Source: an optimization exercise on an open RTL-to-GDS flow (aim: small area). Production flows keep margins and buffers that such runs may drop.
Function was checked by simulation only, so behaviour that the tests miss may differ from the original.
Power is estimated from default activity; no workload was simulated.

==> flow/design.v, too long to show whole: its modules and the start of the top module <==
// module hdmi_text_top: 4175 lines
module hdmi_text_top(clk, resetn, user_clk, user_data_3, tmds_ch0, tmds_ch1, tmds_ch2);
  // ...
==> flow/flow/run.sh <==
#!/bin/bash
set -euo pipefail
export CTS_ARGS="-sink_clustering_enable -repair_clock_nets -sink_clustering_size 20 -sink_clustering_max_diameter 50 -buf_list sky130_fd_sc_hd__clkbuf_8 -dont_use_dummy_load"
export BUFFER_PORTS_ARGS="-buffer_cell sky130_fd_sc_hd__buf_1"
bash standard.sh > standard.log 2>&1
==> flow/standard.sh <==
#!/bin/bash
# synth_recipe.tcl (not shown) runs the flow's synth.tcl, then flattens the netlist and writes it again
# the make line also repeats each setting of config.mk as NAME=value (left out here)
make -C /OpenROAD-flow-scripts/flow DESIGN_CONFIG=/design/flow/config.mk WORK_HOME=/design/flow/orfs CLKGATE_MAP_FILE= SYNTH_SCRIPT=/design/flow/synth_recipe.tcl "${@:-finish}"
==> flow/config.mk <==
export PLATFORM = sky130hd
export DESIGN_NAME = hdmi_text_top
export DESIGN_NICKNAME = hdmi_text_top
export VERILOG_FILES = /design/flow/design.v
export SDC_FILE = /design/flow/constraint.sdc
export NUM_CORES = 4
export LEC_CHECK = 0
export ABC_AREA = 1
export CAP_MARGIN = 20
export CORE_MARGIN = 2
export CORE_UTILIZATION = 40
export SLEW_MARGIN = 20
==> flow/constraint.sdc <==
create_clock -name core_clock -period 10.0 [get_ports {clk}]
set_input_delay 2.0000 -clock core_clock [delete_from_list [all_inputs] [get_ports {clk}]]
set_output_delay 2.0000 -clock core_clock [all_outputs]
set_load 0.01 [all_outputs]
==> results_dict.tcl, run 1 <==
set metrics [dict create \
    outcome "timing/DRC/antenna clean" \
    min_period_over_period 0.454 \
    cp.depth 29 \
    synth_mux_area_frac 0.000414 \
    nClkBuffers 70 \
    rsz0062_at_grt "false" \
    r2r-end "svo_canvas_char_code_q[4]" \
    ys_seq_area_frac 0.738 \
    synth_top_area_share 0.723 \
    crit_start "svo_enc_hx[0]" \
    met2_usage 0.253 \
    post_cts_resized 0 \
    ant_nets 0 \
    netlist_top_cells_count "873 x dfxtp_1, 318 x nand2_1, 209 x inv_1" \
    vdd_drop_max_mv 0.157 \
    async_flop_share 0 \
    antenna_found_initial 0 \
    place_worst_setup_slack_ns 5.41 \
    startpoint_type "flop" \
    clock_area_frac 0.0371 \
    crit_path_max_fanout 12 \
    setup_ws_ns 5.46 \
    met2_wirelength_um 22000 \
    critPathMaxStageDelay_ns 0.33 \
    synth_cell_types 56 \
    yosysWarnings 1 \
    hold_path.class "reg -> reg" \
    core_area_um2 60000 \
    nFillCells 5627 \
    criticalPathCategory "reg -> reg" \
    hold_viol 0 \
    fmax_mhz 220 \
]
==> run 2, diff against run 1 <==
==> flow/flow/run.sh (replaced) <==
#!/bin/bash
set -euo pipefail
export CTS_ARGS="-sink_clustering_enable -repair_clock_nets -sink_clustering_size 22 -sink_clustering_max_diameter 50 -buf_list sky130_fd_sc_hd__clkbuf_8 -dont_use_dummy_load"
export BUFFER_PORTS_ARGS="-buffer_cell sky130_fd_sc_hd__buf_1"
bash standard.sh > standard.log 2>&1
==> results_dict.tcl, run 2 <==
set metrics [dict create \
    synth.most_common_cell "dfxtp_1" \
    vdd_drop_max_mv 0.159 \
    drt_iter0_drc 840 \
    synth_ff_type "dfxtp_1" \
    crit_start "svo_enc_hx[0]" \
    synth_mux_area_frac 0.000414 \
    layout_common_cells "873 x dfxtp_1, 318 x nand2_1, 209 x inv_1" \
    max_slew.worst_pin.slew_ns 0.979 \
    rsz0062_at_grt "false" \
    use_met1 0.213 \
    clkLatencyLatePin_ns 0.66 \
    critPathMaxStageDelay_ns 0.33 \
    relSlewSlack 0.345 \
    synthSimpleGateAreaFrac 0.119 \
    numCtsBuffers 68 \
    r2r-end "svo_canvas_char_code_q[4]" \
    wl_per_cell_um 16.7 \
    cp-endpoint "svo_canvas_char_code_q[4]" \
    core_area_um2 60000 \
    clkSlewWorstSetupHoldPaths_ns 0.11 \
    startpoint_type "flop" \
    initial_core_util 0.403 \
    grt_util_met3 0.0284 \
    final_common_cell "dfxtp_1" \
    dieWidth_um 250 \
    synth_seq_cells 885 \
    layout.nets 2247 \
    io_pins 36 \
    cts_hold_buffers 0 \
    cp.required_ns 10.53 \
    viasPerCell 4.67 \
    synth_xor_area_frac 0.00217 \
    r2r_cells 29 \
    synth_adder_area_share 0.0207 \
    min_period_over_period 0.458 \
    drtPass1Iterations 5 \
    clkPwrFrac 0.298 \
    avgSynthCellArea_um2 11.3 \
    cts_setup_buffers 0 \
    period_minus_slack_ns 4.58 \
    crit_path_max_fanout 12 \
    drive_above_1_share 0.0728 \
    busiest_layer "met2" \
    place_area_um2 25000 \
    design_area_um2 25900 \
    synth_top_area_cell "dfxtp_1" \
    setup_tns_ns 0 \
    power.switching_mw 1.12 \
    final_core_util 0.432 \
    grt_max_degree 23 \
    syn_nets 2190 \
    intPower_mw 4.24 \
    p_comb_frac 0.030 \
    hold_viol 0 \
    reg2reg_from "svo_enc_hx[0]" \
    grt_pass1_wl_um 77000 \
    hold_start "svo_canvas_ring_0_[74]" \
    leakagePower_nw 10.8 \
    async_flop_share 0 \
    cp-end-kind "flop" \
    synth_compound_area_frac 0.0699 \
    route.detailed.drc 0 \
    tritoncts "built" \
    die-area_um2 62400 \
    yosysWarnings 1 \
    ys_seq_area_frac 0.738 \
    std_cell_rows 90 \
    met2_usage 0.253 \
    r2r_slack_ns 5.42 \
    synth_top_area_share 0.723 \
    vias 13900 \
    critPathArrivalTime_ns 5.10 \
    synth_cell_types 56 \
    die_h_um 250 \
    wirelength_um 49900 \
    hpwl_um 36100 \
    synth_top_family_by_area "simple AND/OR/NAND/NOR gates" \
    drv_cap 0 \
    grt_pass1_vias 13500 \
    netlist_top_cells_count "873 x dfxtp_1, 318 x nand2_1, 209 x inv_1" \
    yosys-top-cells-area "dfxtp_1 72%, nand2_1 4.9%, inv_1 3.2%" \
    netSwitchingFraction 0.209 \
    fin_skew_ns 0.0714 \
    crit_slowest_cell "dfxtp_1" \
    cts_sinks 885 \
    io_buffers 35 \
    fmax_mhz 219 \
    criticalPathCategory "reg -> reg" \
    finalSetupViolations 0 \
    grt_overflow 0 \
    powerDensity_nw_per_um2 207 \
    area_growth_pct 7.30 \
    synthCells 2144 \
    gp_congestion 0.913 \
    synth_area_um2 24200 \
    outcome "timing/DRC/antenna clean" \
    root_buffer "clkbuf_8" \
    ant_nets 0 \
    antenna_found_initial 0 \
    clock_path_buffers 3 \
    seqPwrFrac 0.672 \
    grt_usage 0.161 \
    synth_edf_count 12 \
    hold_path.class "reg -> reg" \
    post_cts_resized 0 \
    cts_max_level 3 \
    finalMaxSlewViolations 0 \
]
[run 2: layout make-up]
type / instances / area [um2]
Fill cell: 5631 / 34100
Sequential cell: 885 / 17800
Multi-Input combinational cell: 976 / 5130
Tap cell: 782 / 978
Clock buffer: 68 / 936
Inverter: 228 / 858
Timing Repair Buffer: 42 / 184
Antenna cell: 1 / 2.50
[run 2: cells by family (layout without fill, tap and decap cells)]
kind of cell | after synthesis | in the layout
flip-flops | 885 | 885
other | 0 | 1
AO/OA/AOI/OAI | 290 | 290
AND/OR/NAND/NOR | 639 | 639
buffers and inverters | 283 | 338
XOR/XNOR | 6 | 6
adder cells (fa/ha/maj) | 40 | 40
multiplexers | 1 | 1
[run 2: metrics by stage]
step	power, mW	hold WS [ns]	std cells	setup slack [ns]
after floorplan	3.80	0.310	2144	6.27
after global placement	3.84	0.310	2913	5.59
after detailed placement	3.84	0.312	2913	5.41
after CTS	5.44	0.253	2981	5.40
after global routing	5.60	0.253	2981	4.88
final	5.36	0.249	2982	5.42
[run 2: worst min-delay path by stage]
| stage | endpoint | slack (ns) | cells past startpoint |
|---|---|---|---|
| global placement | resetn_clk_pixel_q[1] | 0.31 | 0 |
| detailed placement | svo_canvas_ring_3_[88] | 0.31 | 0 |
| CTS | svo_canvas_ring_0_[68] | 0.25 | 0 |
| finish | svo_canvas_ring_0_[68] | 0.25 | 0 |
| global route | svo_canvas_ring_0_[68] | 0.25 | 0 |
| floorplan | resetn_clk_pixel_q[1] | 0.31 | 0 |
[run 2: power groups by stage]
stage          registers [mW]  logic, mW  clock network (mW)
3_3_place_gp             3.68      0.159                   0
4_1_cts                  3.60      0.162                1.68
2_1_floorplan            3.67      0.122                   0
6_report                 3.60      0.162                1.60
5_1_grt                  3.61      0.184                1.80
3_5_place_dp             3.68      0.161                   0
[run 2: layer usage]
| metal | wire (um) | vias up |
|---|---|---|
| met2 | 22100 | 346 |
| met1 | 23500 | 6564 |
| met3 | 2000 | 118 |
| met4 | 2340 | 0 |
| met5 | 0 | - |
| li1 | - | 6911 |
[run 2: worst max-delay path, delay by kind of cell (launching register included)]
family / cells / cell delay [ns]
AND/OR/NAND/NOR: 9 / 1.28
buffers and inverters: 7 / 0.58
AO/OA/AOI/OAI: 5 / 0.62
XOR/XNOR: 1 / 0.25
adder cells (fa/ha/maj): 7 / 1.43
flip-flops: 1 / 0.33

[re-timing with driven ports]
In the flow no input, the clock included, has a driving cell. The finished layouts below were timed again as built, in two steps. Step 1 assumes that a clkbuf_16 drives the clock port and a buf_2 every other input. Step 2 also shifts input and output timing later by t, the mid clock arrival at the registers, as if the neighbouring blocks saw the same clock. Slacks: no drivers / after step 1 / after step 2; pairs: no drivers / after step 1.
run	shift t [ns]	setup slack, ns	clock arrival spread, ns
run 1	0.703	5.455 / 5.455 / 5.455	0.114 / 0.114
run 2	0.680	5.424 / 5.424 / 5.424	0.087 / 0.087
After both steps every run listed still meets setup and hold.
